Source: an optimization exercise on an open RTL-to-GDS flow (aim: small area and a short achievable clock period). Production flows keep margins and buffers that such runs may drop.
Function was checked by simulation only, so behaviour that the tests miss may differ from the original.
No activity file was given, so power comes from the tool's default toggle rates.

`flow/flow/run.sh`:
```
#!/bin/bash
# Standard ORFS layout, with plain buf_1 cells as the port buffers
# (the default port buffer is a 10 um2 delay buffer) and one tie cell per
# constant value instead of one per constant output.
set -euo pipefail
bash standard.sh synth > synth.log 2>&1
bash standard.sh finish BUFFER_PORTS_ARGS="-buffer_cell sky130_fd_sc_hd__buf_1" SKIP_REPAIR_TIE_FANOUT=1 > layout.log 2>&1
```
`flow/standard.sh`:
```
#!/bin/bash
# synth_recipe.tcl (not shown) runs the flow's synth.tcl, then flattens the netlist and writes it again
# the make line also repeats each setting of config.mk as NAME=value (left out here)
make -C /OpenROAD-flow-scripts/flow DESIGN_CONFIG=/design/flow/config.mk WORK_HOME=/design/flow/orfs CLKGATE_MAP_FILE= SYNTH_SCRIPT=/design/flow/synth_recipe.tcl "${@:-finish}"
```
`flow/config.mk`:
```
export PLATFORM = sky130hd
export DESIGN_NAME = hft_fpga_low_latency
export DESIGN_NICKNAME = hft_fpga_low_latency
export VERILOG_FILES = /design/flow/design.v
export SDC_FILE = /design/flow/constraint.sdc
export NUM_CORES = 4
export LEC_CHECK = 0
export ABC_AREA = 1
export CAP_MARGIN = 20
export CORE_MARGIN = 2
export CORE_UTILIZATION = 40
export CTS_BUF_LIST = sky130_fd_sc_hd__clkbuf_4 sky130_fd_sc_hd__clkbuf_8
export SETUP_SLACK_MARGIN = 2.05
export SLEW_MARGIN = 20
```
`flow/constraint.sdc`:
```
create_clock -name core_clock -period 4.0 [get_ports {core_clk}]
set_input_delay 0.8000 -clock core_clock [delete_from_list [all_inputs] [get_ports {core_clk}]]
set_output_delay 0.8000 -clock core_clock [all_outputs]
set_load 0.01 [all_outputs]
```
`flow/design.v`:
```
`timescale 1ns / 1ps
module cla_carry #(
    parameter W = 32,
    parameter L = 5          
    ) (
    input wire [W-1:0] g,
    input wire [W-1:0] p,
    output wire c
    );
    wire [W-1:0] gk [0:L];   
    wire [W-1:0] pk [0:L];   
    assign gk[0] = g;
    assign pk[0] = p;
    genvar k, i;
    generate
        for (k = 1; k <= L; k = k + 1) begin : lvl
            for (i = 0; i < (W >> k); i = i + 1) begin : node
                assign gk[k][i] = gk[k-1][2*i+1] | (pk[k-1][2*i+1] & gk[k-1][2*i]);
                assign pk[k][i] = pk[k-1][2*i+1] & pk[k-1][2*i];
            end
            assign gk[k][W-1:(W >> k)] = {(W - (W >> k)){1'b0}};
            assign pk[k][W-1:(W >> k)] = {(W - (W >> k)){1'b0}};
        end
    endgenerate
    assign c = gk[L][0];
endmodule
`timescale 1ns / 1ps
module hft_fpga_low_latency(
    input wire core_clk,
    input wire reset,
    input wire cfg_we,
    input wire [1:0] cfg_addr,
    input wire [31:0] cfg_wdata,
    input wire [63:0] raw_market_data,
    input wire raw_valid,
    output wire [127:0] mg_tx_data,
    output wire mg_tx_valid
    );
    reg [31:0] threshold_n;      
    reg [31:0] risk_min_n;       
    reg [31:0] risk_max_n;       
    always @(posedge core_clk) begin
        if (reset) begin
            threshold_n <= ~32'd1000;
            risk_min_n <= ~32'd1000;
            risk_max_n <= ~32'd5000;
        end else if (cfg_we) begin
            case (cfg_addr)
                2'd0: threshold_n <= ~cfg_wdata;
                2'd1: risk_min_n <= ~cfg_wdata;
                2'd2: risk_max_n <= ~cfg_wdata;
                default: ;
            endcase
        end
    end
    wire [31:0] price = raw_market_data[31:0];
    wire below_threshold;    
    wire below_min;          
    wire above_max;          
    cla_carry #(.W(32), .L(5)) u_cmp_thr (
        .g(~(threshold_n | price)), .p(~(threshold_n & price)), .c(below_threshold));
    cla_carry #(.W(32), .L(5)) u_cmp_min (
        .g(~(risk_min_n | price)), .p(~(risk_min_n & price)), .c(below_min));
    cla_carry #(.W(32), .L(5)) u_cmp_max (
        .g(price & risk_max_n), .p(price | risk_max_n), .c(above_max));
    wire approve = raw_valid && (raw_market_data[63:56] == 8'h01) &&
                   below_threshold && !below_min && !above_max;
    reg [55:0] order_data;
    always @(posedge core_clk) begin
        order_data <= raw_market_data[55:0];
    end
    reg [31:0] order_seq;
    reg order_valid;
    reg order_count;
    wire [31:0] seq_ones_below;
    assign seq_ones_below[0] = 1'b1;
    genvar gi;
    generate
        for (gi = 1; gi < 32; gi = gi + 1) begin : g_ones
            assign seq_ones_below[gi] = &order_seq[gi-1:0];
        end
    endgenerate
    always @(posedge core_clk) begin
        order_count <= approve && !reset;
    end
    always @(posedge core_clk or posedge reset) begin
        if (reset) begin
            order_seq <= 32'd0;
            order_valid <= 1'b0;
        end else begin
            order_valid <= approve;
            order_seq <= order_seq ^ ({32{order_count}} & seq_ones_below);
        end
    end
    assign mg_tx_data = {order_seq, 8'h01, order_data, 32'h0000_0000};
    assign mg_tx_valid = order_valid;
endmodule
```
==> results of run 1 <==
-- sequential cells by signal, summed over array words and instances (netlist names) --
register     count
order_count      1
order_data      56
order_seq       32
order_valid      1
risk_max_n      32
risk_min_n      32
threshold_n     32
-- power breakdown --
part           total [mW]  internal (mW)  switching (mW)
combinational       0.346          0.118           0.228
sequential           1.98           1.94          0.0434
clock                1.28          0.579           0.702
-- metal layers --
metal / wire, um / vias to the layer above
li1: - / 3398
met1: 8450 / 2836
met2: 8010 / 155
met3: 893 / 9
met4: 121 / 0
met5: 0 / -
-- layout make-up --
| cell class | instances | area [um^2] | area share (%) |
|---|---|---|---|
| Inverter | 56 | 213 | 2.46 |
| Tap cell | 234 | 293 | 3.38 |
| Clock inverter | 14 | 160 | 1.85 |
| Clock buffer | 18 | 241 | 2.79 |
| Sequential cell | 186 | 3890 | 45.0 |
| Timing Repair Buffer | 199 | 782 | 9.03 |
| Multi-Input combinational cell | 634 | 3080 | 35.5 |
-- metrics by stage --
| stage | power (mW) | util [%] | hold slack [ns] |
|---|---|---|---|
| 2_1_floorplan | 2.26 | - | 0.442 |
| 5_1_grt | 3.81 | 46.5 | 0.320 |
| 3_3_place_gp | 2.36 | 44.2 | 0.452 |
| 6_report | 3.61 | 46.5 | 0.333 |
| 4_1_cts | 3.67 | 46.4 | 0.299 |
| 3_5_place_dp | 2.37 | 44.2 | 0.459 |
-- cells in the mapped netlist, types with 2 or more instances --
library cell	count	share of area, %
inv_1	54	2.7
nor3_1	9	0.59
or2_2	7	0.58
clkbuf_1	20	0.99
o22a_1	2	0.23
nor2_1	103	5.1
buf_1	8	0.40
o21ai_0	123	8.1
nand2_1	172	8.5
dfxtp_1	153	40
nand4_1	8	0.66
xor2_1	15	1.7
buf_4	40	4.0
a21oi_1	114	7.5
and3_1	2	0.16
buf_2	2	0.13
nor3_2	2	0.26
a31oi_1	3	0.25
xnor2_1	13	1.5
o22ai_1	8	0.66
nand3b_1	2	0.20
nand3_1	33	2.2
o211ai_1	7	0.69
dfrtp_1	33	11
conb_1	2	0.099
-- cells by family (layout without fill, tap and decap cells) --
family	after synthesis	in the layout
other	2	2
flip-flops	186	186
buffers and inverters	127	287
AO/OA/AOI/OAI	258	258
adder cells (fa/ha/maj)	1	1
AND/OR/NAND/NOR	345	345
XOR/XNOR	28	28
-- repair_timing --
item,in CTS,in global routing
buffers inserted,2,0
gates resized for setup,2,7
pin swaps,1,0
hold endpoints to repair,0,0
endpoints found under the setup margin,22,23
-- worst min-delay path by stage --
stage / startpoint / cells past startpoint / end / slack [ns]
after global routing: reset / 2 / order_valid / 0.32
after CTS: reset / 2 / order_valid / 0.30
after global placement: threshold_n[22] / 2 / threshold_n[22] / 0.45
after floorplan: risk_max_n[0] / 2 / risk_max_n[0] / 0.44
after detailed placement: threshold_n[14] / 2 / threshold_n[14] / 0.46
final: reset / 2 / order_valid / 0.33
==> results_dict.tcl, run 1 <==
set metrics [dict create \
    cts_hold_buf 0 \
    skew_ns 0.0212 \
    worstRegToRegCells 10 \
    layout_common_cells "189 x buf_1, 172 x nand2_1, 152 x dfxtp_1, 122 x o21ai_0, 114 x a21oi_1" \
    arrival_ns 1.07 \
    dieWidth_um 142 \
    finalSetupViolations 0 \
    leakage_nw 3.73 \
    fp.coreArea_um2 18600 \
    drt_wl_total_mm 17.5 \
    slowest_stage "dfrtp_1" \
    drtIter0Drc 272 \
    slew_viol_final 0 \
    synthAdderAreaFrac_pct 0.165 \
    crit_required_ns 3.20 \
    setup_slack_ns 2.13 \
    clock_latency_ns 0.45 \
    period_needed_ns 1.87 \
    antenna_found_initial 0 \
    h-tree-depth 4 \
    crit_path_start_kind "register" \
    synth-compound-area-share_pct 17.5 \
    critPathKind "reg2out" \
    critPathMaxFanout 4 \
    hp-class "in2async" \
    clk_pin_slew_ns 0.09 \
    clock.fmax_ghz 0.535 \
    route.detailed.drc 0 \
    rsz0062_at_grt "no" \
    cts_buffer_depth 2 \
    finalSetupTns_ns 0 \
    critPathLaunch "order_seq[10]" \
    reg2reg_from "order_seq[1]" \
    viasPerCell 4.77 \
    hold_violations 0 \
    ir_drop_uv 205 \
    fillers 1906 \
    area_growth_pct 14.0 \
    synthXorXnorAreaFrac_pct 3.23 \
    crit_path_end "mg_tx_data[106]" \
    grt_max_degree 81 \
    crit_cells 1 \
    wl_per_cell_um 13.0 \
    clock_sinks 186 \
    globalRouteMet3Util_pct 3.81 \
    syn_area_per_cell_um2 8.02 \
    diodes 0 \
    track_usage_pct 17.6 \
    crit_chain "buf_1" \
    dp_hpwl_mm 12.9 \
    io_buffers 190 \
    die_h_um 142 \
    stdcell_area_um2 8660 \
    layout_commonest_cell "buf_1" \
    critPathCaptureType "output port" \
    gr-usage-met2_pct 28.8 \
    path_buf_inv 1 \
    drv_cap 0 \
    dp.cells 1307 \
    numCtsBuffers 17 \
    synthFlopType "dfxtp_1" \
    worstReg2RegEnd "order_seq[15]" \
    ys_ff_latch 186 \
    die_area_um2 20100 \
    post_synth_instance_area_um2 7590 \
    firstDrtPassIters 5 \
    start_util_pct 40.7 \
    synthArstFlopShare_pct 17.7 \
    synth_nets 1050 \
    synth_edf_count 0 \
    status "no timing/DRC/antenna violations" \
    ys_types 37 \
    dpl_cell_area_um2 8230 \
    grt_overflow 0 \
    synthCells 947 \
    critPathMaxStageDelay_ns 0.44 \
    rows 50 \
    grt_pass1_wl_mm 28.4 \
    yosys.area_share.simple_pct 19.4 \
    synth_top_family_by_area "simple AND/OR/NAND/NOR gates" \
    seq_area_frac_synth_pct 51.2 \
    r2r_slack_ns 2.27 \
    critPathTopFamily "flip-flops" \
    grt_pass1_vias 5739 \
    period_share_pct 46.8 \
    worst_pin_slew_ns 0.873 \
    gp_congestion 0.809 \
    slew_headroom_pct 41.8 \
    ios 231 \
    busiest_layer "met2" \
    vias 6398 \
    powerDensity_nw_per_um2 416 \
    root_buffer "clkbuf_8" \
    cts_tree "built" \
    pre_cts_slack_ns 1.33 \
    nets 1197 \
    synth.mux.area_fraction_pct 0 \
    stdcell_count 1341 \
    ys_warn_count 2 \
    final_layout_size_suffix_gt1_share_pct 5.78 \
    grt_use_met1_pct 23.9 \
    ant_nets 0 \
]
Testbench counts, summed over its fixed seeds: latency cycles 3,243, orders 3,243.
==> inputs of run 2 (changes only) <==
--- a/flow/config.mk
+++ b/flow/config.mk
@@ -12,3 +12,3 @@
 export CTS_BUF_LIST = sky130_fd_sc_hd__clkbuf_4 sky130_fd_sc_hd__clkbuf_8
-export SETUP_SLACK_MARGIN = 2.05
+export SETUP_SLACK_MARGIN = 2.15
 export SLEW_MARGIN = 20
==> results_dict.tcl, run 2 <==
set metrics [dict create \
    slew_headroom_pct 41.6 \
    synthCells 947 \
    ios 231 \
    finalSetupTns_ns 0 \
    area_growth_pct 18.2 \
    crit_required_ns 3.20 \
    synth_nets 1050 \
    p_sw_mw 0.976 \
    route.detailed.drc 0 \
    period_needed_ns 1.83 \
    clock_sinks 186 \
    rows 50 \
    viasPerCell 4.77 \
    critPathMaxStageDelay_ns 0.43 \
    synthFlopType "dfxtp_1" \
    grt_max_degree 81 \
    grt_pass1_vias 5886 \
    worstRegToRegCells 11 \
    path_buf_inv 1 \
    firstDrtPassIters 5 \
    seqPwrFrac_pct 54.8 \
    p_int_mw 2.63 \
    die_h_um 142 \
    cts_tree "built" \
    holdWs_ns 0.334 \
    stdcell_area_um2 8980 \
    cts_buffer_depth 2 \
    numCtsBuffers 17 \
    clock.fmax_ghz 0.546 \
    multiInputGateArea_um2 3100 \
    fillers 1877 \
    pre_cts_slack_ns 1.33 \
    skew_ns 0.0209 \
    cts_hold_buf 0 \
    layout_commonest_cell "nand2_1" \
    syn_area_per_cell_um2 8.02 \
    dpl_cell_area_um2 8230 \
    critPathCaptureType "output port" \
    largest_reg_flops 56 \
    critPathKind "reg2out" \
    dp_hpwl_mm 12.9 \
    grt_overflow 0 \
    synth_top_area_share_pct 40.3 \
    fp.coreArea_um2 18600 \
    status "no timing/DRC/antenna violations" \
    final_util_pct 48.2 \
    start_util_pct 40.7 \
    critPathMaxFanout 4 \
    power.share.switching_pct 27.0 \
    io_buffers 190 \
    ys_ff_latch 186 \
    grt_pass1_wl_mm 29.0 \
    powerDensity_nw_per_um2 402 \
    synthMostInstantiatedCell "nand2_1" \
    root_buffer "clkbuf_8" \
    die_area_um2 20100 \
    ys_warn_count 2 \
    gp_congestion 0.809 \
    drv_cap 0 \
    seq_area_frac_synth_pct 51.2 \
    synth_edf_count 0 \
    antenna_found_initial 0 \
    hold_violations 0 \
    p_comb_share_pct 9.7 \
    dieWidth_um 142 \
    diodes 0 \
    rsz0062_at_grt "yes" \
    synthArstFlopShare_pct 17.7 \
    ys_types 37 \
    arrival_ns 1.03 \
    crit_chain "buf_2" \
    ant_nets 0 \
    drtIter0Drc 284 \
    period_share_pct 45.8 \
    area.sequential_um2 3890 \
    setup_slack_ns 2.17 \
    wl_per_cell_um 13.0 \
    post_synth_instance_area_um2 7590 \
    leakage_nw 4.03 \
    clockPowerShare_pct 35.5 \
    crit_path_start_kind "register" \
    slowest_stage "dfrtp_1" \
    crit_cells 1 \
    ir_drop_uv 206 \
    layout_common_cells "170 x nand2_1, 155 x buf_1, 152 x dfxtp_1, 122 x o21ai_0, 114 x a21oi_1" \
    hp-class "in2async" \
    final_layout_size_suffix_gt1_share_pct 11.9 \
    nets 1229 \
    synthTopCellsByArea "dfxtp_1 40%, dfrtp_1 11%, nand2_1 8.5%" \
    drt_wl_total_mm 17.9 \
    clk_pin_slew_ns 0.11 \
    vias 6548 \
    slew_viol_final 0 \
    yosysTopAreaCell "dfxtp_1" \
    critPathTopFamily "flip-flops" \
    ys_top_cells_by_count "172 x nand2_1, 153 x dfxtp_1, 123 x o21ai_0, 114 x a21oi_1, 103 x nor2_1" \
    finalSetupViolations 0 \
    clock_latency_ns 0.45 \
    track_usage_pct 17.9 \
    h-tree-depth 4 \
    worst_pin_slew_ns 0.876 \
    top_register "order_data" \
]
run 2: kinds of logic after synthesis:
kind of cell	synth area share, %
and+or+nand+nor	19.4
AOI/OAI and AO/OA	17.5
DFF	51.2
buffers and inverters	8.39
xor gates and xnor gates	3.23
other	0.0989
adders and majority gates	0.165
run 2: final timing paths:
check | endpoint | from | slack [ns]
setup / recovery | mg_tx_data[124] | order_seq[28] | 2.17
hold / removal | order_valid | reset | 0.33
setup reg to reg | order_seq[15] | order_seq[0] | 2.29
hold reg to reg | risk_max_n[4] | risk_max_n[4] | 0.48
max in group asynchronous | order_seq[8] | reset | 2.92
min in group core_clock | order_data[33] | raw_market_data[33] | 0.43
run 2: layout make-up:
class,count,area share (%)
clock buffers,18,2.69
clock inverters,14,1.78
repair buffers,231,12.0
well taps,234,3.26
multi-input cells,634,34.5
flip-flops and latches,186,43.4
inverters,56,2.37
run 2: what timing repair did:
| action | 4_1_cts | 5_1_grt |
|---|---|---|
| pin swaps | 1 | 5 |
| setup buffers | 26 | 8 |
| resized for setup | 14 | 39 |
| endpoints found under the setup margin | 67 | 57 |
run 2: metal layers:
layer | routed length (um) | vias up | global-route usage, %
met4 | 121 | 0 | 4.42
met3 | 873 | 9 | 3.78
met5 | 0 | - | 0
met1 | 8570 | 2927 | 24.1
met2 | 8340 | 144 | 29.7
li1 | - | 3468 | -
run 2: metrics by stage:
step	power, mW	instances
global placement	2.36	1307
CTS	3.67	1365
finish	3.61	1373
detailed placement	2.37	1307
floorplan	2.26	947
global route	3.81	1373
run 2: power groups by stage:
stage          combinational (mW)  clock [mW]  sequential [mW]
2_1_floorplan               0.228           0             2.03
3_3_place_gp                0.343           0             2.02
3_5_place_dp                0.348           0             2.02
4_1_cts                     0.350        1.34             1.98
5_1_grt                     0.406        1.42             1.99
6_report                    0.349        1.28             1.98
==> inputs of run 3 (changes only) <==
--- a/flow/design.v
+++ b/flow/design.v
@@ -83,12 +83,15 @@
     always @(posedge core_clk) begin
-        order_count <= approve && !reset;
+        if (reset) begin
+            order_seq <= 32'd0;
+            order_count <= 1'b0;
+        end else begin
+            order_seq <= order_seq ^ ({32{order_count}} & seq_ones_below);
+            order_count <= approve;
+        end
     end
     always @(posedge core_clk or posedge reset) begin
-        if (reset) begin
-            order_seq <= 32'd0;
+        if (reset)
             order_valid <= 1'b0;
-        end else begin
+        else
             order_valid <= approve;
-            order_seq <= order_seq ^ ({32{order_count}} & seq_ones_below);
-        end
     end
--- a/flow/config.mk
+++ b/flow/config.mk
@@ -12,3 +12,3 @@
 export CTS_BUF_LIST = sky130_fd_sc_hd__clkbuf_4 sky130_fd_sc_hd__clkbuf_8
-export SETUP_SLACK_MARGIN = 2.15
+export SETUP_SLACK_MARGIN = 2.05
 export SLEW_MARGIN = 20
==> results_dict.tcl, run 3 <==
set metrics [dict create \
    slew_headroom_pct 28.9 \
    post_synth_instance_area_um2 7650 \
    route.detailed.drc 0 \
    wl_per_cell_um 12.8 \
    h-tree-depth 4 \
    viasPerCell 4.88 \
    drtIter0Drc 296 \
    crit_required_ns 3.20 \
    rsz0062_at_grt "no" \
    grt_use_met1_pct 23.1 \
    numCtsBuffers 17 \
    synthTopCellsByArea "dfxtp_1 48%, nand2_1 9.3%, a21oi_1 8.7%" \
    busiest_layer "met2" \
    ir_drop_uv 199 \
    synthFlopType "dfxtp_1" \
    skew_ns 0.0117 \
    leakage_nw 3.64 \
    yosys.area_share.simple_pct 22.3 \
    reg2reg_from "order_count" \
    critPathCaptureType "output port" \
    synthCells 999 \
    yosysTopAreaCell "dfxtp_1" \
    synthXorXnorAreaFrac_pct 0.114 \
    critPathTopFamily "flip-flops" \
    antenna_found_initial 1 \
    syn_area_per_cell_um2 7.66 \
    clock_latency_ns 0.46 \
    critPathLaunch "order_seq[16]" \
    gp_congestion 0.792 \
    hold_violations 0 \
    grt_pass1_vias 6018 \
    layout_common_cells "190 x nand2_1, 188 x buf_1, 181 x dfxtp_1, 133 x a21oi_1, 130 x o21ai_0" \
    firstDrtPassIters 4 \
    final_layout_size_suffix_gt1_share_pct 7.00 \
    synth.mux.area_fraction_pct 0 \
    ios 231 \
    synth_nets 1102 \
    dp.cells 1356 \
    ant_nets 0 \
    final_util_pct 46.5 \
    clock.fmax_ghz 0.532 \
    synth_edf_count 0 \
    worst_pin_slew_ns 1.07 \
    stdcell_count 1392 \
    ys_ff_latch 186 \
    vias 6795 \
    critPathMaxFanout 6 \
    die_h_um 142 \
    synthMostInstantiatedCell "nand2_1" \
    finalSetupTns_ns 0 \
    status "no timing/DRC/antenna violations" \
    area_growth_pct 14.0 \
    slew_viol_final 0 \
    path_buf_inv 1 \
    clock_sinks 186 \
    cts_tree "built" \
    arrival_ns 1.08 \
    layout_commonest_cell "nand2_1" \
    dp_hpwl_mm 12.4 \
    largest_reg_flops 56 \
    rows 50 \
    root_buffer "clkbuf_8" \
    period_needed_ns 1.88 \
    synthArstFlopShare_pct 0.538 \
    fp.coreArea_um2 18800 \
    drv_cap 0 \
    nets 1248 \
    synth-compound-area-share_pct 19.6 \
    period_share_pct 47.0 \
    dieWidth_um 142 \
    cts_hold_buf 0 \
    finalSetupViolations 0 \
    grt_pass1_wl_mm 28.8 \
    drt_wl_total_mm 17.8 \
    start_util_pct 40.8 \
    ys_top_cells_by_count "190 x nand2_1, 185 x dfxtp_1, 133 x a21oi_1, 130 x o21ai_0, 104 x nor2_1" \
    seq_area_frac_synth_pct 48.7 \
    synth_top_family_by_area "simple AND/OR/NAND/NOR gates" \
    hp-class "in2async" \
    ys_types 43 \
    clk_pin_slew_ns 0.10 \
    cts_buffer_depth 2 \
    grt_max_degree 93 \
    crit_path_start_kind "register" \
    grt_overflow 0 \
    die_area_um2 20300 \
    globalRouteMet3Util_pct 3.87 \
    powerDensity_nw_per_um2 411 \
    power.total_mw 3.59 \
    slowest_stage "dfxtp_1" \
    top_register "order_data" \
    critPathMaxStageDelay_ns 0.45 \
    track_usage_pct 17.7 \
    synthAdderAreaFrac_pct 0.164 \
    crit_chain "buf_1" \
    synth_top_area_share_pct 48.4 \
    critPathKind "reg2out" \
    gr-usage-met2_pct 29.3 \
    ys_warn_count 2 \
    io_buffers 190 \
]
-- run 3: cell count changes in the layout (fill, tap and decap cells not counted), sizes merged, moves of 10 or more --
| cell | previous run | this run |
|---|---|---|
| dfrtp | 33 | 1 |
| xnor2 | 13 | 1 |
| a21oi | 114 | 133 |
| dfxtp | 153 | 185 |
| clkbuf | 45 | 20 |
| xor2 | 15 | 0 |
| or2 | 7 | 17 |
| nand2 | 172 | 194 |
-- run 3: worst paths after layout --
| path | end | slack [ns] | depth (start not counted) |
|---|---|---|---|
| setup / recovery | mg_tx_data[112] | 2.12 | 1 |
| hold / removal | order_valid | 0.42 | 2 |
| setup reg to reg | order_seq[19] | 2.28 | 9 |
| hold reg to reg | threshold_n[30] | 0.47 | 2 |
| max in group asynchronous | order_valid | 3.23 | 2 |
| min in group core_clock | order_data[35] | 0.42 | 1 |
-- run 3: cell families after synthesis --
group           after synthesis
compound gates              290
fa+ha+maj                     1
flops                       186
other cells                   2
buf+inv                     137
xor+xnor                      1
simple gates                382
-- run 3: what timing repair did --
action | in CTS | in global routing
gates cloned | 0 | 1
pin swaps | 0 | 1
endpoints found under the hold margin | 0 | 0
setup buffers | 0 | 3
gates resized for setup | 1 | 9
endpoints found under the setup margin | 6 | 38
-- run 3: final cells by class --
| cell class | instances | area (um^2) |
|---|---|---|
| Clock inverter | 12 | 138 |
| Timing Repair Buffer | 199 | 796 |
| Clock buffer | 19 | 255 |
| Antenna cell | 1 | 2.50 |
| Sequential cell | 186 | 3730 |
| Timing Repair inverter | 1 | 7.51 |
| Inverter | 64 | 248 |
| Fill cell | 1950 | 10000 |
| Multi-Input combinational cell | 676 | 3250 |
| Tap cell | 234 | 293 |
-- run 3: power by group --
part | total [mW] | switching (mW) | internal [mW] | leakage [nW]
sequential | 1.97 | 0.0424 | 1.93 | 1.54
combinational | 0.348 | 0.228 | 0.121 | 1.90
clock | 1.27 | 0.682 | 0.584 | 0.197
total | 3.59 | 0.952 | 2.64 | 3.64
-- run 3: metrics by stage --
| stage | setup WS, ns | area (um^2) | hold slack (ns) |
|---|---|---|---|
| 2_1_floorplan | 2.22 | 7650 | 0.442 |
| 3_3_place_gp | 1.59 | 8260 | 0.452 |
| 3_5_place_dp | 1.55 | 8260 | 0.460 |
| 4_1_cts | 2.05 | 8660 | 0.383 |
| 5_1_grt | 2.05 | 8720 | 0.386 |
| 6_report | 2.12 | 8730 | 0.420 |
-- run 3: per-layer routing --
metal	share of wire (%)	vias to the layer above
met3	5.1	18
met4	1.5	0
met1	48	3008
met2	45	170
met5	0	-
li1	-	3599
Testbench counts of run 3, summed over its fixed seeds: latency cycles 3,243, orders 3,243.
==> inputs of run 4 (changes only) <==
--- a/flow/config.mk
+++ b/flow/config.mk
@@ -12,3 +12,3 @@
 export CTS_BUF_LIST = sky130_fd_sc_hd__clkbuf_4 sky130_fd_sc_hd__clkbuf_8
-export SETUP_SLACK_MARGIN = 2.05
+export SETUP_SLACK_MARGIN = 2.1
 export SLEW_MARGIN = 20
==> results_dict.tcl, run 4 <==
set metrics [dict create \
    crit_required_ns 3.20 \
    ant_nets 0 \
    drt_wl_total_mm 17.8 \
    synthTopCellsByArea "dfxtp_1 48%, nand2_1 9.3%, a21oi_1 8.7%" \
    critPathMaxStageDelay_ns 0.42 \
    fp.coreArea_um2 18800 \
    busiest_layer "met2" \
    seqPwrFrac_pct 55.0 \
    ys_types 43 \
    multiInputGateArea_um2 3250 \
    critPathKind "reg2out" \
    reg2reg_from "order_count" \
    vias 6751 \
    ir_drop_uv 199 \
    power.share.switching_pct 26.5 \
    die_h_um 142 \
    dp_hpwl_mm 12.4 \
    syn_area_per_cell_um2 7.66 \
    drv_cap 0 \
    layout_common_cells "190 x nand2_1, 187 x buf_1, 174 x dfxtp_1, 133 x a21oi_1, 130 x o21ai_0" \
    finalSetupViolations 0 \
    h-tree-depth 4 \
    top_register "order_data" \
    area.sequential_um2 3740 \
    period_share_pct 46.0 \
    synthArstFlopShare_pct 0.538 \
    clock_sinks 186 \
    synthMostInstantiatedCell "nand2_1" \
    synth_edf_count 0 \
    powerDensity_nw_per_um2 410 \
    clk_pin_slew_ns 0.10 \
    seq_area_frac_synth_pct 48.7 \
    synthFlopType "dfxtp_1" \
    slew_headroom_pct 29.6 \
    start_util_pct 40.8 \
    ys_top_cells_by_count "190 x nand2_1, 185 x dfxtp_1, 133 x a21oi_1, 130 x o21ai_0, 104 x nor2_1" \
    route.detailed.drc 0 \
    fillers 1948 \
    layout_commonest_cell "nand2_1" \
    dieWidth_um 142 \
    grt_pass1_wl_mm 29.1 \
    leakage_nw 3.65 \
    clockPowerShare_pct 35.3 \
    viasPerCell 4.85 \
    cts_hold_buf 0 \
    wl_per_cell_um 12.8 \
    track_usage_pct 17.9 \
    io_buffers 190 \
    grt_overflow 0 \
    yosysTopAreaCell "dfxtp_1" \
    critPathMaxFanout 4 \
    firstDrtPassIters 4 \
    worst_hold_path.endpoint "order_data[35]" \
    clock.fmax_ghz 0.543 \
    cts_tree "built" \
    rows 50 \
    arrival_ns 1.04 \
    rsz0062_at_grt "yes" \
    crit_path_start_kind "register" \
    gp_congestion 0.792 \
    final_layout_size_suffix_gt1_share_pct 7.77 \
    gr-usage-met2_pct 29.8 \
    ios 231 \
    skew_ns 0.0114 \
    period_needed_ns 1.84 \
    grt_use_met1_pct 23.3 \
    hp-class "in2reg" \
    globalRouteMet3Util_pct 3.87 \
    nets 1249 \
    worstHoldStart "raw_market_data[35]" \
    final_util_pct 46.6 \
    die_area_um2 20300 \
    grt_max_degree 93 \
    hold_path_depth 1 \
    status "no timing/DRC/antenna violations" \
    drtIter0Drc 280 \
    ys_warn_count 2 \
    largest_reg_flops 56 \
    p_comb_share_pct 9.7 \
    crit_chain "buf_1" \
    worst_pin_slew_ns 1.06 \
    slowest_stage "dfxtp_1" \
    synth_top_area_share_pct 48.4 \
    worstRegToRegCells 9 \
    cts_buffer_depth 2 \
    synth_nets 1102 \
    synthCells 999 \
    post_synth_instance_area_um2 7650 \
    clock_latency_ns 0.46 \
    critPathTopFamily "flip-flops" \
    grt_pass1_vias 6053 \
    path_buf_inv 1 \
    critPathCaptureType "output port" \
    area_growth_pct 14.3 \
    antenna_found_initial 1 \
    root_buffer "clkbuf_8" \
    slew_viol_final 0 \
    p_sw_mw 0.952 \
    finalSetupTns_ns 0 \
    numCtsBuffers 17 \
    r2r_slack_ns 2.28 \
    p_int_mw 2.64 \
    ys_ff_latch 186 \
    worstReg2RegEnd "order_seq[19]" \
    hold_violations 0 \
]
[run 4: changes by cell type in the layout (fill, tap and decap cells not counted), sizes merged]
cell  previous run  this run
buf            198       199
[run 4: layout make-up]
cell class	count	area share, %
antenna	1	0.0286
clock buffer	19	2.92
clock inverter	12	1.57
inverter	64	2.83
multi-input combinational	676	37.2
sequential	186	42.8
tap	234	3.35
timing repair buffer	200	9.20
timing repair inverter	1	0.0859
[run 4: metal layers]
layer	routed length, um	vias to the layer above
met5	0	-
met4	274	0
met3	762	17
met2	8040	146
met1	8710	2999
li1	-	3589
[run 4: timing repair]
item                       in CTS  in global routing
setup endpoints to repair      27                 42
setup buffers                   0                  4
cloned                          1                  0
gates resized for setup         8                 10
pin swaps                       0                  1
[run 4: logic make-up (layout without fill, tap and decap cells)]
logic type | after synthesis | count (layout) | share of synthesized area (%)
adder cells (fa/ha/maj) | 1 | 1 | 0.163
XOR/XNOR | 1 | 1 | 0.114
buffers and inverters | 137 | 296 | 8.98
flip-flops | 186 | 186 | 48.7
AO/OA/AOI/OAI | 290 | 290 | 19.6
AND/OR/NAND/NOR | 382 | 382 | 22.3
other | 2 | 3 | 0.0981
[run 4: how the worst max path moves through the flow]
stage                              from         endpoint  slack (ns)  depth (start not counted)
after CTS                 order_seq[22]  mg_tx_data[118]        2.10                          1
final                     order_seq[12]  mg_tx_data[108]        2.16                          1
after global routing             cfg_we  threshold_n[10]        2.09                          8
after global placement           cfg_we  threshold_n[20]        1.59                          8
after floorplan             cfg_addr[0]   risk_min_n[10]        2.22                          6
after detailed placement    cfg_addr[1]  threshold_n[10]        1.55                          7
[run 4: power by group through the flow]
stage	Clock, mW	Sequential [mW]	Combinational [mW]
after global routing	1.38	1.98	0.406
after CTS	1.32	1.97	0.351
final	1.27	1.97	0.349
after floorplan	0	2.02	0.230
after global placement	0	2.02	0.344
after detailed placement	0	2.02	0.348
[run 4: per-stage QoR]
step           power (mW)  std cells  area, um^2  hold WS, ns  setup slack (ns)
6_report             3.59       1393        8740        0.419              2.16
5_1_grt              3.77       1392        8740        0.386              2.09
4_1_cts              3.64       1388        8680        0.383              2.10
3_5_place_dp         2.36       1356        8260        0.460              1.55
3_3_place_gp         2.36       1356        8260        0.452              1.59
2_1_floorplan        2.25        999        7650        0.442              2.22
==> inputs of run 5 (changes only) <==
--- a/flow/config.mk
+++ b/flow/config.mk
@@ -12,3 +12,3 @@
 export CTS_BUF_LIST = sky130_fd_sc_hd__clkbuf_4 sky130_fd_sc_hd__clkbuf_8
-export SETUP_SLACK_MARGIN = 2.1
+export SETUP_SLACK_MARGIN = 2.3
 export SLEW_MARGIN = 20
==> results_dict.tcl, run 5 <==
set metrics [dict create \
    status "no timing/DRC/antenna violations" \
    dpl_cell_area_um2 8280 \
    synth-compound-area-share_pct 19.6 \
    hp-class "in2reg" \
    synthArstFlopShare_pct 0.538 \
    p_comb_share_pct 10.3 \
    arrival_ns 1.00 \
    skew_ns 0.0174 \
    grt_pass1_vias 6076 \
    p_int_mw 2.73 \
    nets 1291 \
    slew_headroom_pct 29.0 \
    route.detailed.drc 0 \
    drt_wl_total_mm 18.0 \
    r2r_slack_ns 2.20 \
    worstRegToRegCells 11 \
    ir_drop_uv 244 \
    cts_tree "built" \
    hold_path_depth 1 \
    largest_reg_flops 56 \
    track_usage_pct 17.6 \
    yosys.area_share.simple_pct 22.3 \
    slew_viol_final 0 \
    worstHoldStart "raw_market_data[40]" \
    final_layout_size_suffix_gt1_share_pct 25.8 \
    period_needed_ns 1.80 \
    ant_nets 0 \
    rsz0062_at_grt "yes" \
    synthMostInstantiatedCell "nand2_1" \
    clk_pin_slew_ns 0.10 \
    critPathMaxFanout 2 \
    firstDrtPassIters 4 \
    die_area_um2 20300 \
    ys_top_cells_by_count "190 x nand2_1, 185 x dfxtp_1, 133 x a21oi_1, 130 x o21ai_0, 104 x nor2_1" \
    fp.coreArea_um2 18800 \
    period_share_pct 44.9 \
    synth_nets 1102 \
    critPathCaptureType "output port" \
    ys_types 43 \
    reg2reg_from "order_seq[1]" \
    h-tree-depth 4 \
    cts_hold_buf 0 \
    ios 231 \
    io_buffers 190 \
    area_growth_pct 27.8 \
    layout_commonest_cell "nand2_1" \
    gp_congestion 0.809 \
    clock.fmax_ghz 0.556 \
    crit_required_ns 3.20 \
    power.share.switching_pct 25.9 \
    yosysTopAreaCell "dfxtp_1" \
    layout_common_cells "184 x nand2_1, 136 x dfxtp_1, 129 x a21oi_1, 123 x o21ai_0, 97 x nor2_1" \
    viasPerCell 4.78 \
    ys_ff_latch 186 \
    hold_violations 0 \
    drv_cap 0 \
    p_sw_mw 0.955 \
    worst_hold_path.endpoint "order_data[40]" \
    worst_pin_slew_ns 1.06 \
    ys_warn_count 2 \
    die_h_um 142 \
    dp_hpwl_mm 12.2 \
    grt_overflow 0 \
    critPathKind "reg2out" \
    drtIter0Drc 261 \
    grt_max_degree 93 \
    syn_area_per_cell_um2 7.66 \
    dieWidth_um 142 \
    wl_per_cell_um 12.6 \
    leakage_nw 4.40 \
    vias 6854 \
    clock_latency_ns 0.45 \
    numCtsBuffers 17 \
    synth_edf_count 0 \
    synthAdderAreaFrac_pct 0.164 \
    start_util_pct 40.8 \
    worstReg2RegEnd "order_seq[25]" \
    antenna_found_initial 1 \
    crit_path_start_kind "register" \
    top_register "order_data" \
    cts_buffer_depth 2 \
    clockPowerShare_pct 36.3 \
    stdcell_area_um2 9780 \
    rows 50 \
    synthXorXnorAreaFrac_pct 0.114 \
    finalSetupViolations 0 \
    synthTopCellsByArea "dfxtp_1 48%, nand2_1 9.3%, a21oi_1 8.7%" \
    clock_sinks 186 \
    power.total_mw 3.69 \
    synth_top_family_by_area "simple AND/OR/NAND/NOR gates" \
    root_buffer "clkbuf_8" \
    powerDensity_nw_per_um2 377 \
    synthFlopType "dfxtp_1" \
    grt_pass1_wl_mm 28.6 \
    seqPwrFrac_pct 53.5 \
    synthCells 999 \
    seq_area_frac_synth_pct 48.7 \
    synth_top_area_share_pct 48.4 \
    finalSetupTns_ns 0 \
    synth.mux.area_fraction_pct 0 \
    post_synth_instance_area_um2 7650 \
]
-- run 5: final cells by class --
type,instances,area (um^2)
diodes,1,2.50
clock buffers,19,262
well taps,234,293
fillers,1822,8990
inverters,64,246
flip-flops and latches,186,3800
clock inverters,12,163
repair buffers,243,1600
multi-input cells,676,3410
-- run 5: logic make-up (layout without fill, tap and decap cells) --
kind of cell | Yosys count | after routing
AND/OR/NAND/NOR | 382 | 382
AO/OA/AOI/OAI | 290 | 290
flip-flops | 186 | 186
buffers and inverters | 137 | 338
other | 2 | 3
adder cells (fa/ha/maj) | 1 | 1
XOR/XNOR | 1 | 1
-- run 5: worst max-delay path by stage --
stage                         from         endpoint  cells past startpoint
6_report              order_seq[1]   mg_tx_data[97]                      2
2_1_floorplan  raw_market_data[22]      order_count                     10
4_1_cts                order_valid      mg_tx_valid                      1
3_3_place_gp           cfg_addr[1]  threshold_n[24]                      6
5_1_grt               order_seq[1]    order_seq[25]                     11
3_5_place_dp                cfg_we  threshold_n[28]                      7
-- run 5: stage by stage --
| stage | util [%] | setup WS, ns | cells | hold slack, ns |
|---|---|---|---|---|
| 6_report | 52.1 | 2.20 | 1435 | 0.431 |
| 5_1_grt | 52.1 | 2.10 | 1434 | 0.384 |
| 3_5_place_dp | 44.1 | 1.64 | 1355 | 0.460 |
| 4_1_cts | 49.8 | 2.20 | 1417 | 0.392 |
| 2_1_floorplan | - | 2.28 | 999 | 0.442 |
| 3_3_place_gp | 44.1 | 1.71 | 1355 | 0.451 |
-- run 5: timing repair --
item,in CTS,in global routing
setup buffers,31,17
endpoints found under the setup margin,136,189
gates resized for setup,171,105
pin swaps,1,29
-- run 5: layer usage --
metal	wire (um)	track usage [%]
met4	225	4.74
met3	905	4.21
met1	8490	22.5
met2	8400	29.8
met5	0	0
-- run 5: critical path: stages (launching register included) --
cell     delay [ns]
dfxtp_2        0.33
buf_6          0.11
buf_6          0.11
-- run 5: power groups by stage --
stage / Combinational, mW / Clock, mW / Sequential (mW)
floorplan: 0.231 / 0 / 2.02
global placement: 0.344 / 0 / 2.01
detailed placement: 0.350 / 0 / 2.02
CTS: 0.362 / 1.39 / 1.97
global route: 0.433 / 1.46 / 1.98
finish: 0.379 / 1.34 / 1.97
==> inputs of run 6 (changes only) <==
--- a/flow/config.mk
+++ b/flow/config.mk
@@ -10,5 +10,5 @@
 export CORE_MARGIN = 2
-export CORE_UTILIZATION = 40
+export CORE_UTILIZATION = 60
 export CTS_BUF_LIST = sky130_fd_sc_hd__clkbuf_4 sky130_fd_sc_hd__clkbuf_8
-export SETUP_SLACK_MARGIN = 2.3
+export SETUP_SLACK_MARGIN = 2.2
 export SLEW_MARGIN = 20
==> results_dict.tcl, run 6 <==
set metrics [dict create \
    clock_sinks 186 \
    layout_commonest_cell "nand2_1" \
    synthArstFlopShare_pct 0.538 \
    dieWidth_um 117 \
    drv_cap 0 \
    grt_max_degree 93 \
    yosysTopAreaCell "dfxtp_1" \
    dp_hpwl_mm 11.9 \
    h-tree-depth 4 \
    cts_hold_buf 0 \
    largest_reg_flops 56 \
    nets 1268 \
    seq_area_frac_synth_pct 48.7 \
    fp.coreArea_um2 12500 \
    synthFlopType "dfxtp_1" \
    synth.mux.area_fraction_pct 0 \
    synthAdderAreaFrac_pct 0.164 \
    period_share_pct 44.0 \
    syn_area_per_cell_um2 7.66 \
    ys_top_cells_by_count "190 x nand2_1, 185 x dfxtp_1, 133 x a21oi_1, 130 x o21ai_0, 104 x nor2_1" \
    ant_nets 0 \
    synth-compound-area-share_pct 19.6 \
    rsz0062_at_grt "yes" \
    start_util_pct 61.1 \
    crit_chain "buf_6" \
    grt_pass1_wl_mm 27.4 \
    wl_per_cell_um 12.6 \
    slew_headroom_pct 31.6 \
    power.total_mw 3.64 \
    crit_required_ns 3.20 \
    firstDrtPassIters 6 \
    slew_viol_final 0 \
    vias 6870 \
    rows 41 \
    die_area_um2 13700 \
    wl_met3_um 899 \
    synth_top_area_share_pct 48.4 \
    dp.cells 1294 \
    cts_buffer_depth 2 \
    synthCells 999 \
    worst_pin_slew_ns 1.03 \
    final_layout_size_suffix_gt1_share_pct 14.7 \
    synthTopCellsByArea "dfxtp_1 48%, nand2_1 9.3%, a21oi_1 8.7%" \
    post_synth_instance_area_um2 7650 \
    grt_overflow 0 \
    reg2reg_from "order_seq[0]" \
    io_buffers 190 \
    diodes 0 \
    route.detailed.drc 0 \
    critPathTopFamily "flip-flops" \
    r2r_slack_ns 2.34 \
    synthMostInstantiatedCell "nand2_1" \
    cts_tree "built" \
    top_register "order_data" \
    routed.top_layer "met4" \
    synth_nets 1102 \
    powerDensity_nw_per_um2 404 \
    clk_pin_slew_ns 0.09 \
    worstRegToRegCells 12 \
    root_buffer "clkbuf_8" \
    finalSetupTns_ns 0 \
    skew_ns 0.0113 \
    track_usage_pct 25.0 \
    path_buf_inv 1 \
    hold_violations 0 \
    arrival_ns 0.96 \
    synth_top_family_by_area "simple AND/OR/NAND/NOR gates" \
    wl_met1_mm 7.48 \
    critPathMaxStageDelay_ns 0.38 \
    critPathLaunch "order_valid" \
    synthXorXnorAreaFrac_pct 0.114 \
    ios 231 \
    critPathMaxFanout 1 \
    crit_path_start_kind "register" \
    critPathKind "reg2out" \
    critPathCaptureType "output port" \
    layout_common_cells "190 x nand2_1, 157 x dfxtp_1, 146 x buf_1, 133 x a21oi_1, 129 x o21ai_0" \
    ys_warn_count 2 \
    viasPerCell 5.09 \
    ys_types 43 \
    numCtsBuffers 17 \
    synth_edf_count 0 \
    status "no timing/DRC/antenna violations" \
    clock.fmax_ghz 0.569 \
    area_growth_pct 17.6 \
    yosys.area_share.simple_pct 22.3 \
    slowest_stage "dfrtp_1" \
    gp_congestion 0.829 \
    crit_cells 1 \
    die_h_um 117 \
    period_needed_ns 1.76 \
    hp-class "in2async" \
    drtIter0Drc 353 \
    drt_wl_total_mm 17.0 \
    ys_ff_latch 186 \
    stdcell_count 1349 \
    antenna_found_initial 0 \
    wl_met2_mm 8.29 \
    worstReg2RegEnd "order_seq[13]" \
    finalSetupViolations 0 \
    ir_drop_uv 246 \
    grt_pass1_vias 6136 \
    leakage_nw 3.96 \
    clock_latency_ns 0.45 \
]
-- run 6: changes by cell type in the layout (fill, tap and decap cells not counted), sizes merged --
cell / before / now
buf: 224 / 202
clkbuf: 38 / 39
clkinvlp: 3 / 5
diode: 1 / 0
inv: 66 / 62
-- run 6: cell type report --
type,instances,area [um^2]
fill,1105,3510
tap,172,215
clock inverter,10,140
timing repair buffer,220,1030
inverter,64,248
sequential,186,3790
clock buffer,21,289
multi-input combinational,676,3290
-- run 6: worst max-delay path by stage --
| stage | end | slack, ns |
|---|---|---|
| 2_1_floorplan | risk_min_n[10] | 2.22 |
| 3_3_place_gp | order_count | 1.77 |
| 3_5_place_dp | order_count | 1.72 |
| 4_1_cts | mg_tx_data[109] | 2.20 |
| 5_1_grt | threshold_n[23] | 2.15 |
| 6_report | mg_tx_valid | 2.24 |
-- run 6: power breakdown --
part           leakage (nW)  internal [mW]  switching, mW  total, mW
combinational          2.19          0.125          0.227      0.352
clock                 0.210          0.682          0.635       1.32
sequential             1.56           1.92         0.0426       1.97
total                  3.96           2.73          0.905       3.64
-- run 6: worst reg2reg max path, cell delays in order, from the launching register on --
cell	delay, ns
dfxtp_4	0.38
nand4_2	0.15
nor2_4	0.18
nand2_4	0.11
nor2_8	0.14
nand2_4	0.07
nor2_4	0.12
nand2_4	0.08
nor2_4	0.09
nand2_2	0.06
nand2_1	0.05
nand2_1	0.05
nor2_1	0.10
-- run 6: kinds of logic (layout without fill, tap and decap cells) --
group                      after synthesis  in the layout
buffers and inverters                  137            315
DFF                                    186            186
AOI/OAI and AO/OA                      290            290
other                                    2              2
xor gates and xnor gates                 1              1
adders and majority gates                1              1
and+or+nand+nor                        382            382
-- run 6: repair_timing --
item,4_1_cts,5_1_grt
endpoints found under the setup margin,43,109
gates cloned,0,0
buffers inserted,3,21
pin swaps,1,0
gates resized for setup,51,48
-- run 6: metal layers --
metal	up-vias	track usage [%]
met4	0	9.25
met1	3062	30.9
li1	3619	-
met2	170	43.1
met3	19	5.56
met5	-	0
-- run 6: through the flow --
| stage | instance area [um^2] | util [%] | hold WS, ns | worst slack (ns) |
|---|---|---|---|---|
| floorplan | 7650 | - | 0.442 | 2.22 |
| finish | 9000 | 71.9 | 0.424 | 2.24 |
| detailed placement | 8190 | 65.4 | 0.461 | 1.72 |
| global placement | 8190 | 65.4 | 0.451 | 1.77 |
| global route | 9000 | 71.9 | 0.400 | 2.15 |
| CTS | 8720 | 69.7 | 0.404 | 2.20 |
==> inputs of run 7 (changes only) <==
--- a/flow/config.mk
+++ b/flow/config.mk
@@ -7,6 +7,6 @@
 export LEC_CHECK = 0
-export ABC_AREA = 1
+export ABC_AREA = 0
 export CAP_MARGIN = 20
 export CORE_MARGIN = 2
-export CORE_UTILIZATION = 60
+export CORE_UTILIZATION = 40
 export CTS_BUF_LIST = sky130_fd_sc_hd__clkbuf_4 sky130_fd_sc_hd__clkbuf_8
==> results_dict.tcl, run 7 <==
set metrics [dict create \
    synth_edf_count 0 \
    fp.coreArea_um2 17900 \
    top_register "order_data" \
    drt_wl_total_mm 18.9 \
    clock_sinks 186 \
    cts_buffer_depth 2 \
    gp_congestion 0.840 \
    period_share_pct 55.1 \
    area.sequential_um2 3810 \
    skew_ns 0.00625 \
    critPathCaptureType "register" \
    synth_nets 893 \
    synthMostInstantiatedCell "dfxtp_1" \
    fillers 1737 \
    track_usage_pct 18.7 \
    finalSetupViolations 0 \
    crit_required_ns 4.32 \
    antenna_found_initial 1 \
    rsz0062_at_grt "yes" \
    route.detailed.drc 0 \
    post_synth_instance_area_um2 7270 \
    clock_latency_ns 0.45 \
    p_sw_mw 0.954 \
    hp-class "in2async" \
    ys_types 57 \
    syn_area_per_cell_um2 9.21 \
    final_layout_size_suffix_gt1_share_pct 19.6 \
    area_growth_pct 23.5 \
    dieWidth_um 139 \
    clock.fmax_ghz 0.453 \
    stdcell_area_um2 8990 \
    viasPerCell 5.30 \
    multiInputGateArea_um2 3180 \
    power.share.switching_pct 26.6 \
    yosysTopAreaCell "dfxtp_1" \
    leakage_nw 3.71 \
    start_util_pct 40.6 \
    nets 1068 \
    crit_path_start_kind "primary input" \
    period_needed_ns 2.21 \
    die_area_um2 19300 \
    arrival_ns 2.53 \
    layout_common_cells "149 x dfxtp_1, 141 x buf_1, 125 x nand2_1, 85 x o211ai_1, 79 x nor2_1" \
    cts_hold_buf 0 \
    clockPowerShare_pct 34.4 \
    wl_per_cell_um 15.7 \
    numCtsBuffers 17 \
    ys_top_cells_by_count "185 x dfxtp_1, 125 x nand2_1, 85 x o211ai_1, 81 x nor2_1, 40 x buf_4" \
    synthFlopType "dfxtp_1" \
    grt_pass1_wl_mm 29.6 \
    finalSetupTns_ns 0 \
    status "no timing/DRC/antenna violations" \
    ir_drop_uv 206 \
    holdWs_ns 0.419 \
    ant_nets 0 \
    clk_pin_slew_ns 0.09 \
    root_buffer "clkbuf_8" \
    power.total_mw 3.59 \
    ys_warn_count 2 \
    firstDrtPassIters 5 \
    largest_reg_flops 56 \
    diodes 0 \
    p_int_mw 2.63 \
    critPathKind "in2reg" \
    die_h_um 139 \
    grt_max_degree 65 \
    drtIter0Drc 381 \
    dp_hpwl_mm 12.7 \
    rows 49 \
    slew_headroom_pct 51.6 \
    hold_violations 0 \
    worst_pin_slew_ns 0.723 \
    slew_viol_final 0 \
    seq_area_frac_synth_pct 51.3 \
    seqPwrFrac_pct 55.0 \
    vias 6400 \
    ios 231 \
    layout_commonest_cell "dfxtp_1" \
    grt_pass1_vias 5683 \
    critPathMaxFanout 2 \
    powerDensity_nw_per_um2 399 \
    dpl_cell_area_um2 7870 \
    p_comb_share_pct 10.6 \
    synth_top_area_share_pct 50.9 \
    synthArstFlopShare_pct 0.538 \
    cts_tree "built" \
    io_buffers 190 \
    drv_cap 0 \
    ys_ff_latch 186 \
    synthTopCellsByArea "dfxtp_1 51%, o211ai_1 8.8%, nand2_1 6.4%" \
    h-tree-depth 4 \
    grt_overflow 0 \
    synthCells 790 \
    worstRegToRegCells 7 \
]
[run 7: routing by layer]
metal | vias up | GRT usage, % | wire length (um)
li1 | 3202 | - | -
met1 | 2998 | 24.9 | 8380
met2 | 181 | 30.1 | 9130
met3 | 17 | 4.90 | 1110
met4 | 2 | 5.69 | 262
met5 | - | 0 | 12
[run 7: final timing paths]
path	slack, ns	end	startpoint
worst max-delay path	1.79	order_count	raw_market_data[11]
worst min-delay path	0.42	order_valid	reset
worst max register to register	1.84	order_count	risk_max_n[11]
worst min register to register	0.50	risk_min_n[2]	risk_min_n[2]
max in group asynchronous	3.20	order_valid	reset
min in group core_clock	0.42	order_data[37]	raw_market_data[37]
[run 7: power by group through the flow]
stage | logic, mW | clock network [mW] | registers, mW
2_1_floorplan | 0.230 | 0 | 2.03
3_3_place_gp | 0.337 | 0 | 2.02
3_5_place_dp | 0.341 | 0 | 2.02
4_1_cts | 0.365 | 1.28 | 1.98
5_1_grt | 0.424 | 1.36 | 1.98
6_report | 0.381 | 1.24 | 1.97
[run 7: cell type report]
type                            count  share of cell area [%]
Clock buffer                       18                    2.69
Clock inverter                     14                    1.63
Inverter                            9                   0.376
Multi-Input combinational cell    512                    35.3
Sequential cell                   186                    42.4
Tap cell                          229                    3.19
Timing Repair Buffer              239                    14.4
[run 7: worst max-delay path, stage by stage]
cell	delay, ns
buf_8	0.07
nor2_1	0.03
or3_1	0.37
or4_4	0.50
a211oi_2	0.20
o221ai_2	0.15
a2111oi_4	0.34
nor4_1	0.07
[run 7: what timing repair did]
item,4_1_cts,5_1_grt
pin swaps,11,20
setup endpoints to repair,47,71
buffers inserted,21,23
gates cloned,0,0
hold endpoints to repair,0,0
resized for setup,99,56
[run 7: logic make-up (layout without fill, tap and decap cells)]
group,after synthesis,in the layout,share of synthesized area [%]
buf+inv,92,280,6.93
compound gates,210,210,21.4
fa+ha+maj,4,4,0.619
simple gates,265,265,15.9
xor+xnor,31,31,3.73
other cells,2,2,0.103
flops,186,186,51.3
[run 7: stage by stage]
step           util, %  setup slack, ns  cells
2_1_floorplan        -             1.39    790
3_3_place_gp      43.9            0.884   1131
3_5_place_dp      43.9            0.874   1131
4_1_cts           48.2             1.78   1184
5_1_grt           50.2             1.75   1207
6_report          50.2             1.79   1207
==> inputs of run 8 (changes only) <==
--- a/flow/config.mk
+++ b/flow/config.mk
@@ -7,3 +7,3 @@
 export LEC_CHECK = 0
-export ABC_AREA = 0
+export ABC_AREA = 1
 export CAP_MARGIN = 20
@@ -12,3 +12,3 @@
 export CTS_BUF_LIST = sky130_fd_sc_hd__clkbuf_4 sky130_fd_sc_hd__clkbuf_8
-export SETUP_SLACK_MARGIN = 2.2
+export SETUP_SLACK_MARGIN = 2.25
 export SLEW_MARGIN = 20
==> results_dict.tcl, run 8 <==
set metrics [dict create \
    p_comb_share_pct 10.4 \
    grt_pass1_wl_mm 29.1 \
    rsz0062_at_grt "yes" \
    vias 6892 \
    critPathMaxFanout 1 \
    period_share_pct 44.1 \
    grt_overflow 0 \
    clk_pin_slew_ns 0.10 \
    ios 231 \
    numCtsBuffers 17 \
    hp-class "in2async" \
    post_synth_instance_area_um2 7650 \
    critPathKind "reg2out" \
    ys_ff_latch 186 \
    viasPerCell 4.80 \
    arrival_ns 0.96 \
    firstDrtPassIters 6 \
    final_layout_size_suffix_gt1_share_pct 23.4 \
    seqPwrFrac_pct 54.7 \
    clock_sinks 186 \
    hold_violations 0 \
    status "no timing/DRC/antenna violations" \
    dieWidth_um 142 \
    finalSetupViolations 0 \
    track_usage_pct 17.9 \
    synthMostInstantiatedCell "nand2_1" \
    ys_warn_count 2 \
    power.share.switching_pct 29.2 \
    grt_max_degree 93 \
    grt_pass1_vias 6105 \
    area_growth_pct 26.1 \
    drtIter0Drc 286 \
    cts_tree "built" \
    rows 50 \
    synthCells 999 \
    die_h_um 142 \
    ys_top_cells_by_count "190 x nand2_1, 185 x dfxtp_1, 133 x a21oi_1, 130 x o21ai_0, 104 x nor2_1" \
    synth_edf_count 0 \
    syn_area_per_cell_um2 7.66 \
    layout_common_cells "189 x nand2_1, 138 x dfxtp_1, 132 x a21oi_1, 125 x o21ai_0, 99 x nor2_1" \
    layout_commonest_cell "nand2_1" \
    period_needed_ns 1.76 \
    seq_area_frac_synth_pct 48.7 \
    clock_latency_ns 0.46 \
    top_register "order_data" \
    synthFlopType "dfxtp_1" \
    wl_per_cell_um 12.7 \
    die_area_um2 20300 \
    synthArstFlopShare_pct 0.538 \
    h-tree-depth 4 \
    antenna_found_initial 2 \
    critPathMaxStageDelay_ns 0.39 \
    clock.fmax_ghz 0.567 \
    p_sw_mw 1.05 \
    dp_hpwl_mm 12.6 \
    worst_pin_slew_ns 1.05 \
    nets 1291 \
    root_buffer "clkbuf_8" \
    crit_required_ns 3.20 \
    power.total_mw 3.61 \
    finalSetupTns_ns 0 \
    start_util_pct 40.8 \
    critPathCaptureType "output port" \
    synthTopCellsByArea "dfxtp_1 48%, nand2_1 9.3%, a21oi_1 8.7%" \
    critPathTopFamily "flip-flops" \
    yosysTopAreaCell "dfxtp_1" \
    gp_congestion 0.790 \
    p_int_mw 2.55 \
    ant_nets 0 \
    crit_path_start_kind "register" \
    drt_wl_total_mm 18.3 \
    route.detailed.drc 0 \
    powerDensity_nw_per_um2 374 \
    slew_viol_final 0 \
    path_buf_inv 1 \
    holdWs_ns 0.373 \
    clockPowerShare_pct 34.8 \
    skew_ns 0.0115 \
    synth_top_area_share_pct 48.4 \
    ir_drop_uv 215 \
    pre_cts_slack_ns 1.59 \
    slowest_stage "dfrtp_1" \
    fp.coreArea_um2 18800 \
    ys_types 43 \
    leakage_nw 4.33 \
    largest_reg_flops 56 \
    io_buffers 190 \
    slew_headroom_pct 30.2 \
    cts_buffer_depth 2 \
    synth_nets 1102 \
    drv_cap 0 \
    crit_chain "buf_6" \
    setup_slack_ns 2.24 \
    cts_hold_buf 0 \
]
run 8: final timing paths:
kind                       slack (ns)               to  cells after the start           startpoint
setup / recovery                 2.24      mg_tx_valid                      1          order_valid
hold / removal                   0.37      order_valid                      3                reset
setup reg to reg                 2.24    order_seq[29]                      9         order_seq[4]
hold reg to reg                  0.48  threshold_n[14]                      2      threshold_n[14]
max in group asynchronous        3.47      order_valid                      3                reset
min in group core_clock          0.41   order_data[54]                      1  raw_market_data[54]
run 8: kinds of logic after synthesis:
| family | count (synthesis) | share of synthesized area (%) |
|---|---|---|
| AO/OA/AOI/OAI | 290 | 19.6 |
| XOR/XNOR | 1 | 0.114 |
| buffers and inverters | 137 | 8.98 |
| flip-flops | 186 | 48.7 |
| adder cells (fa/ha/maj) | 1 | 0.163 |
| other | 2 | 0.0981 |
| AND/OR/NAND/NOR | 382 | 22.3 |
run 8: power by group through the flow:
stage | clock (mW) | sequential (mW) | combinational [mW]
final | 1.26 | 1.97 | 0.377
after global routing | 1.39 | 1.99 | 0.433
after CTS | 1.31 | 1.97 | 0.363
after floorplan | 0 | 2.02 | 0.231
after detailed placement | 0 | 2.02 | 0.349
after global placement | 0 | 2.01 | 0.344
run 8: final cells by class:
cell class              instances  area, um^2
repair inverters                1        7.51
multi-input cells             676        3340
well taps                     234         293
repair buffers                242        1560
inverters                      64         244
clock buffers                  17         234
diodes                          2        5.00
fillers                      1786        9120
clock inverters                15         176
flip-flops and latches        186        3790
run 8: worst register-to-register path, delay by kind of cell (launching register included):
kind	cells	cell delay, ns
flops	1	0.36
buf+inv	2	0.27
compound gates	1	0.14
simple gates	6	0.90
run 8: through the flow:
| step | utilization [%] | cell area, um^2 | instances |
|---|---|---|---|
| 2_1_floorplan | - | 7670 | 999 |
| 3_3_place_gp | 44.2 | 8290 | 1357 |
| 3_5_place_dp | 44.2 | 8290 | 1357 |
| 4_1_cts | 49.7 | 9340 | 1420 |
| 5_1_grt | 51.4 | 9650 | 1436 |
| 6_report | 51.4 | 9650 | 1437 |
run 8: what timing repair did:
action | in CTS | in global routing
gates cloned | 1 | 0
gates resized for setup | 164 | 66
buffers inserted | 30 | 15
pin swaps | 1 | 6
endpoints found under the setup margin | 164 | 152
run 8: per-layer routing:
metal | up-vias | part of all wire (%) | global-route usage (%) | wire length [um]
li1 | 3669 | - | - | -
met1 | 3045 | 47 | 23.3 | 8620
met2 | 164 | 47 | 29.7 | 8620
met3 | 14 | 4.6 | 4.14 | 848
met4 | 0 | 1.1 | 5.21 | 201
met5 | - | 0 | 0 | 0
==> inputs of run 9 (changes only) <==
--- a/flow/config.mk
+++ b/flow/config.mk
@@ -12,3 +12,4 @@
 export CTS_BUF_LIST = sky130_fd_sc_hd__clkbuf_4 sky130_fd_sc_hd__clkbuf_8
-export SETUP_SLACK_MARGIN = 2.25
+export GPL_TIMING_DRIVEN = 1
+export SETUP_SLACK_MARGIN = 2.2
 export SLEW_MARGIN = 20
==> results_dict.tcl, run 9 <==
set metrics [dict create \
    antenna_found_initial 1 \
    finalSetupViolations 0 \
    period_needed_ns 1.76 \
    ys_warn_count 2 \
    drv_cap 0 \
    ys_types 43 \
    clock.fmax_ghz 0.568 \
    cts_tree "built" \
    finalSetupTns_ns 0 \
    ant_nets 0 \
    synthCells 999 \
    grt_overflow 0 \
    layout_commonest_cell "nand2_1" \
    hp-class "in2reg" \
    dieWidth_um 142 \
    largest_reg_flops 56 \
    synthFlopType "dfxtp_1" \
    stdcell_area_um2 9070 \
    synth_edf_count 0 \
    numCtsBuffers 17 \
    firstDrtPassIters 5 \
    dp_hpwl_mm 12.4 \
    skew_ns 0.0114 \
    path_buf_inv 1 \
    worst_pin_slew_ns 1.05 \
    cts_buffer_depth 2 \
    ir_drop_uv 200 \
    viasPerCell 4.89 \
    slew_headroom_pct 29.7 \
    top_register "order_data" \
    start_util_pct 40.8 \
    track_usage_pct 18.1 \
    ys_ff_latch 186 \
    drtIter0Drc 285 \
    area_growth_pct 18.6 \
    ios 231 \
    grt_pass1_vias 6118 \
    yosysTopAreaCell "dfxtp_1" \
    seq_area_frac_synth_pct 48.7 \
    grt_pass1_wl_mm 29.3 \
    slowest_stage "dfrtp_1" \
    nets 1271 \
    synthTopCellsByArea "dfxtp_1 48%, nand2_1 9.3%, a21oi_1 8.7%" \
    slew_viol_final 0 \
    io_buffers 190 \
    powerDensity_nw_per_um2 395 \
    h-tree-depth 4 \
    crit_path_start_kind "register" \
    critPathKind "reg2out" \
    clock_latency_ns 0.46 \
    clock_sinks 186 \
    clk_pin_slew_ns 0.10 \
    arrival_ns 0.96 \
    ys_top_cells_by_count "190 x nand2_1, 185 x dfxtp_1, 133 x a21oi_1, 130 x o21ai_0, 104 x nor2_1" \
    status "no timing/DRC/antenna violations" \
    critPathTopFamily "flip-flops" \
    route.detailed.drc 0 \
    leakage_nw 3.97 \
    rows 50 \
    final_layout_size_suffix_gt1_share_pct 15.4 \
    rsz0062_at_grt "yes" \
    die_h_um 142 \
    vias 6925 \
    post_synth_instance_area_um2 7650 \
    crit_required_ns 3.20 \
    fp.coreArea_um2 18800 \
    drt_wl_total_mm 18.1 \
    synth_nets 1102 \
    wl_per_cell_um 12.8 \
    synthMostInstantiatedCell "nand2_1" \
    cts_hold_buf 0 \
    die_area_um2 20300 \
    syn_area_per_cell_um2 7.66 \
    period_share_pct 44.0 \
    layout_common_cells "190 x nand2_1, 154 x dfxtp_1, 143 x buf_1, 133 x a21oi_1, 128 x o21ai_0" \
    critPathCaptureType "output port" \
    gp_congestion 0.792 \
    synth_top_area_share_pct 48.4 \
    grt_max_degree 93 \
    critPathMaxStageDelay_ns 0.38 \
    synthArstFlopShare_pct 0.538 \
    root_buffer "clkbuf_8" \
    critPathMaxFanout 1 \
    hold_violations 0 \
    crit_chain "buf_6" \
    dpl_cell_area_um2 8260 \
]
-- run 9: cell counts after synthesis --
No cell type changed its count.
-- run 9: repair_timing --
action	in CTS	in global routing
gates cloned	1	0
gates resized for setup	65	40
buffers inserted	12	14
setup endpoints to repair	61	102
pin swaps	0	1
-- run 9: path summary, 6_finish.rpt --
path / end / depth (start not counted) / startpoint / slack (ns)
max: mg_tx_valid / 1 / order_valid / 2.24
min: order_data[35] / 1 / raw_market_data[35] / 0.42
max reg2reg: order_seq[19] / 9 / order_count / 2.37
min reg2reg: order_seq[31] / 2 / order_seq[31] / 0.47
max in group asynchronous: order_valid / 2 / reset / 3.23
min in group asynchronous: order_valid / 2 / reset / 0.43
-- run 9: power by group --
group	internal [mW]	leakage, nW	total (mW)	switching, mW
combinational	0.125	2.21	0.353	0.228
clock	0.584	0.197	1.26	0.680
sequential	1.93	1.56	1.97	0.0424
-- run 9: per-layer routing --
metal  routed length [um]  global-route usage, %  part of all wire, %  vias to the layer above
met5                    0                      0                    0                        -
met3                  902                   3.84                  5.0                       16
met4                  256                   5.52                  1.4                        0
li1                     -                      -                    -                     3647
met1                 8670                   23.5                   48                     3098
met2                 8300                   30.2                   46                      164
-- run 9: logic make-up after synthesis --
kind of cell | count (synthesis) | synth area share (%)
other | 2 | 0.0981
flip-flops | 186 | 48.7
AO/OA/AOI/OAI | 290 | 19.6
adder cells (fa/ha/maj) | 1 | 0.163
buffers and inverters | 137 | 8.98
AND/OR/NAND/NOR | 382 | 22.3
XOR/XNOR | 1 | 0.114
-- run 9: area by class of cell --
type | count | area, um^2
clock buffer | 19 | 255
clock inverter | 12 | 138
tap | 234 | 293
timing repair inverter | 1 | 7.51
inverter | 64 | 248
fill | 1925 | 9690
antenna | 1 | 2.50
multi-input combinational | 676 | 3280
sequential | 186 | 3780
timing repair buffer | 222 | 1070
-- run 9: metrics by stage --
step                      instances  hold slack [ns]  power (mW)  utilization [%]  setup WS, ns
after floorplan                 999            0.442        2.25                -          2.22
after global placement         1356            0.452        2.36             44.0          1.59
after detailed placement       1356            0.460        2.36             44.0          1.55
after CTS                      1400            0.383        3.64             47.1          2.20
after global routing           1414            0.387        3.77             48.3          2.16
final                          1415            0.418        3.59             48.3          2.24

[afterwards: timing with drivers on the ports]
In the flow no input, the clock included, has a driving cell. The finished layouts below were timed again as built, in two steps.
Step 1: set_driving_cell puts a clkbuf_16 on core_clk and a buf_2 on each other input, an assumption about the parent block.
Step 2 adds t to the input delays and takes it off the output delays; t is the mean of the earliest and latest rising clock arrival at the registers after step 1. Input paths then give back, and output paths get back, about the clock's delay inside the block.
a / b / c = ideal ports / drivers / drivers and shift; a / b = the first two.
run	shift t [ns]	setup WS [ns]	worst register clock-pin slew, ns	cell pins on the clock port's net
run 1	0.481	2.129 / 2.092 / 1.711	0.11 / 0.11	1
run 2	0.480	2.168 / 2.131 / 1.818	0.11 / 0.11	1
run 3	0.489	2.119 / 2.083 / 1.807	0.10 / 0.10	1
run 4	0.490	2.159 / 2.123 / 1.801	0.10 / 0.10	1
run 5	0.482	2.203 / 2.164 / 1.926	0.10 / 0.10	1
run 6	0.484	2.242 / 2.205 / 1.819	0.09 / 0.09	1
run 7	0.489	1.794 / 1.776 / 1.287	0.10 / 0.10	1
run 8	0.495	2.236 / 2.198 / 1.864	0.11 / 0.11	1
run 9	0.490	2.238 / 2.203 / 1.855	0.10 / 0.10	1
After both steps every run listed still meets setup and hold. For run 7, which loses most, drivers alone change the setup slack by -0.018 ns; drivers and shift together by -0.507 ns.
